From an optimization exercise on the open Yosys and OpenROAD flow, aimed at small area and a short achievable clock period; shortcuts taken in it are not production practice.
Function was checked by simulation only, so behaviour that the tests miss may differ from the original.
Power figures rest on the tool's default switching activity, not on a simulated workload.

==> design/flow/design.v <==
`timescale 1ns / 1ps
module rv_alu(
    input   [63:0]  op1_i,
    input   [63:0]  op2_i,
    input   [3:0]   op_sel_i,
    input           op_32b_i,
    output  [63:0]  result_o,
    output          eq_o,
    output          lt_o,
    output          ltu_o
);
function [63:0] rev64(input [63:0] x);
    integer k;
    for (k = 0; k < 64; k = k + 1) rev64[k] = x[63-k];
endfunction
wire        sub   = op_sel_i[3] | op_sel_i[1];
wire [64:0] sum   = {1'b0, op1_i} + {1'b0, op2_i ^ {64{sub}}} + {64'd0, sub};
wire        ltu   = ~sum[64];
wire        lt    = (op1_i[63] ^ op2_i[63]) ? op1_i[63] : sum[63];
assign eq_o  = (op1_i == op2_i);
assign lt_o  = lt;
assign ltu_o = ltu;
wire        sh_left = ~op_sel_i[2];
wire        sh_fill = op_sel_i[3] & op1_i[63];
wire        sh_big  = |op2_i[63:6];
wire [63:0] sh_in   = sh_left ? rev64(op1_i) : op1_i;
wire signed [64:0] sh_x = $signed({sh_fill, sh_in}) >>> op2_i[5:0];
wire [63:0] sh_r    = sh_big ? {64{sh_fill}} : sh_x[63:0];
wire [63:0] sh_out  = sh_left ? rev64(sh_r) : sh_r;
reg [63:0] result;
always @(*) begin
    case (op_sel_i)
        4'b0000, 4'b1000: result = sum[63:0];
        4'b0001, 4'b0101, 4'b1101: result = sh_out;
        4'b0010: result = {63'd0, lt};
        4'b0011: result = {63'd0, ltu};
        4'b0100: result = op1_i ^ op2_i;
        4'b0110: result = op1_i | op2_i;
        4'b0111: result = op1_i & op2_i;
        default: result = 64'd0;
    endcase
end
assign result_o = op_32b_i ? {{32{result[31]}}, result[31:0]} : result;
endmodule
`timescale 1ns / 1ps
module rv_rf(
    input               clk,
    input       [4:0]   rd_reg1_i,
    input       [4:0]   rd_reg2_i,
    input       [4:0]   wr_reg_i,
    input       [63:0]  wr_data_i,
    input               wr_en_i,
    output  reg [63:0]  rd_data1_o,
    output  reg [63:0]  rd_data2_o
);
reg [63:0] reg_x [1:31];
integer i;
always @(posedge clk) begin
    for (i = 1; i < 32; i = i + 1)
        if (wr_en_i && wr_reg_i == i)
            reg_x[i] <= wr_data_i;
end
always @(*) begin
    rd_data1_o = 64'd0;
    rd_data2_o = 64'd0;
    for (i = 1; i < 32; i = i + 1) begin
        if (rd_reg1_i == i) rd_data1_o = reg_x[i];
        if (rd_reg2_i == i) rd_data2_o = reg_x[i];
    end
end
endmodule
`timescale 1ns / 1ps
module rv_core(
    input           clk,
    input           rstn,
    output  [63:0]  imem_addr_o,
    input   [31:0]  imem_rdata_i,
    output  [63:0]  dmem_addr_o,
    output          dmem_we_o,
    output  [7:0]   dmem_strobe_o,
    output  [63:0]  dmem_wdata_o,
    output          dmem_re_o,
    input   [63:0]  dmem_rdata_i
);
localparam OP_LOAD   = 7'b0000011;
localparam OP_IMM    = 7'b0010011;
localparam OP_AUIPC  = 7'b0010111;
localparam OP_IMM32  = 7'b0011011;
localparam OP_STORE  = 7'b0100011;
localparam OP_OP     = 7'b0110011;
localparam OP_LUI    = 7'b0110111;
localparam OP_OP32   = 7'b0111011;
localparam OP_BRANCH = 7'b1100011;
localparam OP_JALR   = 7'b1100111;
localparam OP_JAL    = 7'b1101111;
reg  [63:0] PC;
reg         pred_r;              
reg  [31:0] id_instr;
reg  [63:0] id_pc;
reg         ex_regw, ex_memtoreg, ex_branch, ex_memread, ex_memwrite, ex_jal, ex_jalr;
reg  [3:0]  ex_op_sel;
reg         ex_op32;
reg  [2:0]  ex_f3;
reg  [4:0]  ex_rd;
reg  [6:0]  ex_imm_hi;           
reg  [63:0] ex_a;                
reg  [63:0] ex_b;                
reg  [63:0] ex_tgt;              
reg         ex_fa_mem, ex_fa_wb, ex_fb_mem, ex_fb_wb;
reg         mem_regw, mem_memtoreg, mem_memread, mem_memwrite;
reg  [63:0] mem_alu;
reg  [63:0] mem_wdata;
reg  [4:0]  mem_rd;
reg  [2:0]  mem_f3;
reg         wb_regw;
reg  [63:0] wb_data;
reg  [4:0]  wb_rd;
reg  [1:0]  bpb [0:15];
wire [6:0] id_op  = id_instr[6:0];
wire [2:0] id_f3  = id_instr[14:12];
wire [4:0] id_rs1 = id_instr[19:15];
wire [4:0] id_rs2 = id_instr[24:20];
wire [4:0] id_rd  = id_instr[11:7];
wire d_op     = (id_op == OP_OP);
wire d_op32   = (id_op == OP_OP32);
wire d_imm    = (id_op == OP_IMM);
wire d_imm32  = (id_op == OP_IMM32);
wire d_load   = (id_op == OP_LOAD);
wire d_store  = (id_op == OP_STORE);
wire d_branch = (id_op == OP_BRANCH);
wire d_jal    = (id_op == OP_JAL);
wire d_jalr   = (id_op == OP_JALR);
wire d_lui    = (id_op == OP_LUI);
wire d_auipc  = (id_op == OP_AUIPC);
wire c_branch = d_branch | d_jal | d_jalr;
wire c_regw   = d_op | d_op32 | d_imm | d_imm32 | d_load | d_jal | d_lui | d_auipc | d_jalr;
wire c_a_pc   = d_jal | d_auipc | d_jalr;        
wire c_a_zero = d_lui;                           
wire c_b_imm  = d_imm | d_imm32 | d_load | d_jal | d_lui | d_auipc | d_jalr;   
wire [63:0] imm_i = {{52{id_instr[31]}}, id_instr[31:20]};
wire [63:0] imm_b = {{52{id_instr[31]}}, id_instr[31], id_instr[7], id_instr[30:25], id_instr[11:8]};
wire [63:0] imm_u = {{32{id_instr[31]}}, id_instr[31:12], 12'd0};
wire [63:0] imm_j = {{31{id_instr[31]}}, id_instr[31], id_instr[19:12], id_instr[20], id_instr[30:21], 1'b0};
wire [63:0] imm_sh = {58'd0, id_instr[25:20]};
wire [63:0] imm_opb = (d_lui | d_auipc) ? imm_u :
                      d_jal             ? imm_j :
                      ((d_imm | d_imm32) & (id_f3[1:0] == 2'b01)) ? imm_sh : imm_i;
reg [3:0] c_op_sel;
always @(*) begin
    if (d_op | d_op32)
        c_op_sel = {id_instr[30], id_f3};
    else if (d_imm | d_imm32)
        c_op_sel = {id_instr[30] & (id_f3 == 3'b101), id_f3};
    else if (d_branch)
        case (id_f3)
            3'b000, 3'b001: c_op_sel = 4'b1000;
            3'b100, 3'b101: c_op_sel = 4'b0010;
            3'b110, 3'b111: c_op_sel = 4'b0011;
            default:        c_op_sel = 4'b1111;
        endcase
    else if (d_load | d_store | d_lui | d_auipc | d_jal | d_jalr)
        c_op_sel = 4'b0000;
    else
        c_op_sel = 4'b1111;
end
wire c_op32 = d_op32 | d_imm32;
wire stall    = ex_memread & ((ex_rd == id_rs1) | (ex_rd == id_rs2));
wire ctrl_wr  = ~stall & ~ex_branch;
wire [1:0] bpb_id = bpb[id_instr[11:8]];
wire [1:0] bpb_ex = bpb[ex_rd[4:1]];
wire       pred   = c_branch & bpb_id[1];
wire [63:0] rf_rd1, rf_rd2;
rv_rf u_rf(
    .clk(clk),
    .rd_reg1_i(id_rs1),
    .rd_reg2_i(id_rs2),
    .wr_reg_i(wb_rd),
    .wr_data_i(wb_data),
    .wr_en_i(wb_regw),
    .rd_data1_o(rf_rd1),
    .rd_data2_o(rf_rd2)
);
wire wb_hit1 = wb_regw & (wb_rd != 5'd0) & (wb_rd == id_rs1);
wire wb_hit2 = wb_regw & (wb_rd != 5'd0) & (wb_rd == id_rs2);
wire [63:0] id_a = c_a_pc   ? id_pc :
                   c_a_zero ? 64'd0 :
                   wb_hit1  ? wb_data : rf_rd1;
wire [63:0] id_b = c_b_imm  ? imm_opb :
                   wb_hit2  ? wb_data : rf_rd2;
wire        t_jal  = ctrl_wr & d_jal;
wire        t_jalr = ctrl_wr & d_jalr;
wire [63:0] t_imm  = d_jal  ? imm_j :
                     d_jalr ? imm_i : imm_b;
wire [63:0] t_base = t_jalr ? rf_rd1 : id_pc;
wire [63:0] t_off  = t_jal  ? t_imm :
                     t_jalr ? {t_imm[63:1], 1'b0} : {t_imm[62:0], 1'b0};
wire [63:0] id_tgt = t_base + t_off;
wire fa_mem_n = ~c_a_pc & ~c_a_zero & ex_regw & (ex_rd != 5'd0) & (ex_rd == id_rs1);
wire fa_wb_n  = ~c_a_pc & ~c_a_zero & ~fa_mem_n & mem_regw & (mem_rd != 5'd0) & (mem_rd == id_rs1);
wire fb_mem_n = ~c_b_imm & ex_regw & (ex_rd != 5'd0) & (ex_rd == id_rs2);
wire fb_wb_n  = ~c_b_imm & ~fb_mem_n & mem_regw & (mem_rd != 5'd0) & (mem_rd == id_rs2);
wire [63:0] ex_a_fw = ex_fa_mem ? mem_alu : ex_fa_wb ? wb_data : ex_a;
wire [63:0] ex_b_fw = ex_fb_mem ? mem_alu : ex_fb_wb ? wb_data : ex_b;
wire [63:0] imm_s   = {{52{ex_imm_hi[6]}}, ex_imm_hi, ex_rd};
wire [63:0] ex_op2  = ex_memwrite ? imm_s : ex_b_fw;
wire [63:0] alu_res;
wire        alu_eq, alu_lt, alu_ltu;
rv_alu u_alu(
    .op1_i(ex_a_fw),
    .op2_i(ex_op2),
    .op_sel_i(ex_op_sel),
    .op_32b_i(ex_op32),
    .result_o(alu_res),
    .eq_o(alu_eq),
    .lt_o(alu_lt),
    .ltu_o(alu_ltu)
);
reg br_cond;
always @(*) begin
    case (ex_f3)
        3'b000:  br_cond = alu_eq;
        3'b001:  br_cond = ~alu_eq;
        3'b100:  br_cond = alu_lt;
        3'b101:  br_cond = ~alu_lt;
        3'b110:  br_cond = alu_ltu;
        3'b111:  br_cond = ~alu_ltu;
        default: br_cond = 1'b0;
    endcase
end
wire alu_zero = ~(|alu_res);
reg  jj_cond;
always @(*) begin
    case (ex_f3)
        3'b000:  jj_cond = alu_zero;
        3'b001:  jj_cond = ~alu_zero;
        3'b100, 3'b110: jj_cond = alu_res[0];
        3'b101, 3'b111: jj_cond = ~alu_res[0];
        default: jj_cond = 1'b0;
    endcase
end
wire ex_jj    = ex_jal | ex_jalr;
wire ex_taken = ex_jj ? jj_cond : br_cond;
wire flush_c1 = ex_branch & (ex_jj | ~bpb_ex[1]);
wire flush_c0 = ex_branch & (ex_jj |  bpb_ex[1]);
wire src_c1   = ex_jj | ex_branch;
wire src_c0   = ex_jj;
wire flush    = br_cond ? flush_c1 : flush_c0;
wire [63:0] pc_plus4 = PC + 64'd4;
wire [63:0] pc_c1 = pred_r ? (flush_c1 ? id_pc : pc_plus4) : (src_c1 ? ex_tgt : pc_plus4);
wire [63:0] pc_c0 = pred_r ? (flush_c0 ? id_pc : pc_plus4) : (src_c0 ? ex_tgt : pc_plus4);
wire [63:0] pc_ex = br_cond ? pc_c1 : pc_c0;
always @(posedge clk or negedge rstn) begin
    if (!rstn) begin
        PC     <= 64'd0;
        pred_r <= 1'b0;
    end else begin
        pred_r <= pred;
        if (pred)
            PC <= id_tgt;
        else if (!stall)
            PC <= pc_ex;
    end
end
always @(posedge clk or negedge rstn) begin
    if (!rstn) begin
        id_instr <= 32'd0;
    end else begin
        if (flush)
            id_instr <= 32'd0;
        else if (!stall)
            id_instr <= imem_rdata_i;
    end
end
always @(posedge clk) begin
    if (!stall)
        id_pc <= PC;
end
always @(posedge clk or negedge rstn) begin
    if (!rstn) begin
        ex_regw     <= 1'b0;
        ex_memtoreg <= 1'b0;
        ex_branch   <= 1'b0;
        ex_memread  <= 1'b0;
        ex_memwrite <= 1'b0;
        ex_jal      <= 1'b0;
        ex_jalr     <= 1'b0;
    end else begin
        ex_regw     <= ctrl_wr & c_regw;
        ex_memtoreg <= ctrl_wr & d_load;
        ex_branch   <= ctrl_wr & c_branch;
        ex_memread  <= ctrl_wr & d_load;
        ex_memwrite <= ctrl_wr & d_store;
        ex_jal      <= ctrl_wr & d_jal;
        ex_jalr     <= ctrl_wr & d_jalr;
    end
end
always @(posedge clk) begin
    ex_op_sel <= c_op_sel;
    ex_op32   <= c_op32;
    ex_f3     <= id_f3;
    ex_rd     <= id_rd;
    ex_imm_hi <= id_instr[31:25];
    ex_a      <= id_a;
    ex_b      <= id_b;
    ex_tgt    <= id_tgt;
    ex_fa_mem <= fa_mem_n;
    ex_fa_wb  <= fa_wb_n;
    ex_fb_mem <= fb_mem_n;
    ex_fb_wb  <= fb_wb_n;
end
always @(posedge clk or negedge rstn) begin
    if (!rstn) begin
        mem_regw     <= 1'b0;
        mem_memtoreg <= 1'b0;
        mem_memread  <= 1'b0;
        mem_memwrite <= 1'b0;
    end else begin
        mem_regw     <= ex_regw;
        mem_memtoreg <= ex_memtoreg;
        mem_memread  <= ex_memread;
        mem_memwrite <= ex_memwrite;
    end
end
always @(posedge clk) begin
    mem_alu   <= alu_res;
    mem_wdata <= ex_b_fw;
    mem_rd    <= ex_rd;
    mem_f3    <= ex_f3;
end
reg [7:0]  strobe;
reg [63:0] ld_data;
wire       ld_u = mem_f3[2];
wire [2:0] ba   = mem_alu[2:0];
always @(*) begin
    case (mem_f3[1:0])
        2'b00: begin
            strobe  = 8'b0000_0001 << ba;
            ld_data = {{56{~ld_u & dmem_rdata_i[8*ba+7]}}, dmem_rdata_i[8*ba +: 8]};
        end
        2'b01: begin
            strobe  = 8'b0000_0011 << {ba[2:1], 1'b0};
            ld_data = {{48{~ld_u & dmem_rdata_i[16*ba[2:1]+15]}}, dmem_rdata_i[16*ba[2:1] +: 16]};
        end
        2'b10: begin
            strobe  = 8'b0000_1111 << {ba[2], 2'b00};
            ld_data = {{32{~ld_u & dmem_rdata_i[32*ba[2]+31]}}, dmem_rdata_i[32*ba[2] +: 32]};
        end
        default: begin
            strobe  = 8'b1111_1111;
            ld_data = dmem_rdata_i;
        end
    endcase
end
assign dmem_addr_o   = mem_alu;
assign dmem_we_o     = mem_memwrite;
assign dmem_strobe_o = strobe;
assign dmem_wdata_o  = mem_wdata;
assign dmem_re_o     = mem_memread;
always @(posedge clk or negedge rstn) begin
    if (!rstn)
        wb_regw <= 1'b0;
    else
        wb_regw <= mem_regw;
end
always @(posedge clk) begin
    wb_data <= mem_memtoreg ? ld_data : mem_alu;
    wb_rd   <= mem_rd;
end
integer i;
always @(posedge clk or negedge rstn) begin
    if (!rstn) begin
        for (i = 0; i < 16; i = i + 1)
            bpb[i] <= 2'd0;
    end else if (ex_branch) begin
        if (ex_taken) begin
            if (bpb_ex != 2'd3) bpb[ex_rd[4:1]] <= bpb_ex + 2'd1;
        end else begin
            if (bpb_ex != 2'd0) bpb[ex_rd[4:1]] <= bpb_ex - 2'd1;
        end
    end
end
assign imem_addr_o = PC;
endmodule
==> design/flow/run.sh <==
#!/bin/bash
# synth_recipe.tcl (not shown) runs the flow's synth.tcl, then flattens the netlist and writes it again
# the make line also repeats each setting of config.mk as NAME=value (left out here)
make -C /OpenROAD-flow-scripts/flow DESIGN_CONFIG=/design/flow/config.mk WORK_HOME=/design/flow/orfs CLKGATE_MAP_FILE= SYNTH_SCRIPT=/design/flow/synth_recipe.tcl finish
==> design/flow/config.mk <==
export PLATFORM = sky130hd
export DESIGN_NAME = rv_core
export DESIGN_NICKNAME = rv_core
export VERILOG_FILES = /design/flow/design.v
export SDC_FILE = /design/flow/constraint.sdc
export NUM_CORES = 4
export LEC_CHECK = 0
export CAP_MARGIN = 40
export CORE_MARGIN = 2
export CORE_UTILIZATION = 40
export SETUP_SLACK_MARGIN = 0.6
export SLEW_MARGIN = 20
==> design/flow/constraint.sdc <==
create_clock -name core_clock -period 11.0 [get_ports {clk}]
set_input_delay 2.2000 -clock core_clock [delete_from_list [all_inputs] [get_ports {clk}]]
set_output_delay 2.2000 -clock core_clock [all_outputs]
set_load 0.01 [all_outputs]
==> results.ini <==
[synthesis]
seq_area_frac_synth_pct=55.1
yosysTopAreaCell=edfxtp_1
syn_nets=12300
synth_cell_types=102
syn_inst=11900
async_flop_share_pct=5.33
synth-edff-count=2048
synthFlopType=edfxtp_1
synth_area_mm2=0.133
synth-seq-cells=2608
yosysWarningCount=5
synth_area_per_cell_um2=11.1
synthTopCellsByArea=edfxtp_1, dfxtp_1, a22oi_1
synth.top_cell.area_share_pct=46.2

[sta]
finalHoldViolations=0
slew_headroom_pct=15.2
worst_pin_slew_ps=1270
final_max_slew_viol_count=0
setup_violations=0
timing.fmax_ghz=0.106
hold_ws_ps=401
tns_ps=0
finalCritPeriodShare_pct=85.4
finClkSkew_ps=86.4
rsz0062_at_grt=no
fin_crit_ps=9390

[layout]
nNetsFinal=12700
ff_latch_area_mm2=0.0734
drive_gt1_share_pct=13.2
multi_input_area_mm2=0.0563
layout_common_cells=edfxtp_1, nand2_1, o21ai_0
fill_cells=29700
layout_commonest_cell=edfxtp_1
syn_to_final_growth_pct=17.2
design_area_mm2=0.156
final_cells=17000

[cts]
post_cts.repair.setup_buffers=0
clk_path_buf_depth=4
insertion_delay_ps=980
root_buffer=clkbuf_16
cts_resized=0
cts.sinks=2608
cts_hold_buf=0
cts_tree=done
cts_buffers=299
clk_pin_slew_ps=60
htreeDepth=5

[setup_path]
startpoint_type=register
cp_common_cell=buf_4
crit_arrival_ps=10140
max_stage_delay_ps=890
worstPathMaxFanout=36
criticalPathCategory=reg -> reg
crit_required_ps=11750
worst_setup_path_end_kind=register
slowest_stage=dfrtp_2

[route]
routedWlPerCell_um=46.0
post_drt_via_cell_ratio=7.49
drt_wl_total_um=783000
postRouteAntennaNets=0
drtPass1Iterations=14
drt_iter0_drc=29100
drcViolationCount=0
via_count=128000

[place]
dpl.hpwl_um=542000
dp.cells=16400
place_area_mm2=0.145
gp_congestion=1.08
numPortBuffers=299

[power]
power_per_cell_area_mw_per_mm2=202
max-vdd-ir-drop_mv=0.143
p_leak_uw=0.0542

[floorplanning]
core_region_area_mm2=0.331
dieHeight_um=581
ioPinCount=300
fp-row-count=211
dieWidth_um=581
start_util_pct=40.3
dieArea_mm2=0.338

[global_routing]
grt_max_degree=92
grt_overflow=0
grt_pass1_vias=117000
track_usage_pct=44.5
grt_pass1_wl_um=1030000
antenna_found_initial=90

[run]
maxCapViolCount=0

[hold_path]
hold_class=reg -> reg

[status]
status=timing/DRC/antenna clean

final cells by class:
cell class / instances / area share [%]
clock inverter: 165 / 1.19
antenna: 73 / 0.117
multi-input combinational: 8146 / 36.1
clock buffer: 371 / 5.18
timing repair buffer: 1044 / 6.25
sequential: 2608 / 47.1
tap: 4366 / 3.50
inverter: 255 / 0.618
per-stage QoR:
stage / worst slack [ps] / power (µW) / util (%)
floorplan: 3250 / 16300 / -
global placement: 1650 / 20600 / 43.5
detailed placement: 2010 / 20700 / 43.9
CTS: 1960 / 31000 / 46.9
global route: 1430 / 32000 / 47.1
finish: 1610 / 31500 / 47.2
synthesized netlist by cell type, drive strengths merged (77+ instances only):
| cell | count |
|---|---|
| o21a | 79 |
| o22ai | 262 |
| dfrtp | 139 |
| edfxtp | 2048 |
| a21oi | 680 |
| clkbuf | 798 |
| xnor2 | 175 |
| o21ai | 769 |
| and2 | 77 |
| nand4 | 245 |
| a222oi | 140 |
| nor3 | 82 |
| a31oi | 175 |
| mux4 | 78 |
| nor2 | 726 |
| a22o | 311 |
| a221oi | 446 |
| xor2 | 99 |
| nand3 | 197 |
| buf | 135 |
| a22oi | 586 |
| inv | 252 |
| nand2 | 1070 |
| o211ai | 280 |
| dfxtp | 421 |
| ha | 261 |
| mux2 | 182 |
| mux2i | 258 |
| a21o | 77 |
| a211oi | 124 |
report_power, final:
part	switching (µW)	leakage [µW]	total (µW)	internal [µW]
Clock	4420	0.00482	10500	6040
Combinational	6060	0.0255	9010	2950
Sequential	795	0.0239	12000	11200
Total	11300	0.0542	31500	20200
cells by family (layout without fill, tap and decap cells):
logic type | Yosys count | count (layout) | synth area share (%)
other | 1 | 74 | 0.00282
multiplexers | 518 | 518 | 4.80
flip-flops | 2608 | 2608 | 55.1
buffers and inverters | 1188 | 1835 | 3.44
XOR/XNOR | 274 | 274 | 1.80
adder cells (fa/ha/maj) | 263 | 263 | 2.48
AND/OR/NAND/NOR | 2669 | 2669 | 9.00
AO/OA/AOI/OAI | 4421 | 4421 | 23.3
critical path, delay by kind of cell (launching register included):
kind,cells,cell delay (ps)
DFF,1,890
muxes,1,160
and+or+nand+nor,11,3330
adders and majority gates,1,270
AOI/OAI and AO/OA,8,2580
xor gates and xnor gates,1,200
buffers and inverters,5,1740
final timing paths:
check / start / end / slack (ps) / cells past startpoint
setup / recovery: ex_memwrite / bpb[4][1] / 1610 / 27
max in group asynchronous: rstn / PC[46] / 8670 / 3
min in group asynchronous: rstn / mem_memwrite / 1190 / 1
hold reg to reg: ex_regw / mem_regw / 400 / 0
setup reg to reg: ex_memwrite / bpb[4][1] / 1610 / 27
hold / removal: ex_regw / mem_regw / 400 / 0
per-layer routing:
layer | global-route usage [%] | share of wire (%) | vias up | wire, µm
met5 | 0.496 | 0.16 | - | 1280
met4 | 28.9 | 8.3 | 50 | 64800
met3 | 18.0 | 16 | 2937 | 123000
met2 | 60.2 | 39 | 13200 | 304000
met1 | 58.3 | 37 | 63000 | 289000
li1 | - | - | 48400 | -
sequential cells by signal (all words and copies together) (netlist names), 5 cells and up:
register,cells
ex_tgt,64
ex_imm_hi,7
bpb,32
id_pc,64
PC,64
mem_wdata,64
ex_b,64
wb_data,64
wb_rd,5
mem_alu,64
mem_rd,5
ex_rd,5
id_instr,32
u_rf.reg_x,1984
ex_a,64

-- port drivers added, routing unchanged --
The flow's constraints put no driver on any port. The routed layout listed below was extracted and timed again, unchanged, in two steps.
Step 1 assumes that a clkbuf_16 drives the clock port and a buf_2 every other input.
Step 2, shift: input delay + t, output delay - t, t = (earliest + latest rising clock arrival at the registers) / 2. This alone moves slack from input paths to output paths.
a / b / c = no drivers / after step 1 / after step 2; a / b = the first two.
t, ns: 1.051
setup slack, ns: 1.609 / 1.609 / 1.609
latest minus earliest clock arrival (ns): 0.088 / 0.088
After both steps this run still meets setup and hold. For this run, drivers alone change the setup slack by 0.000 ns; drivers and shift together by 0.000 ns.
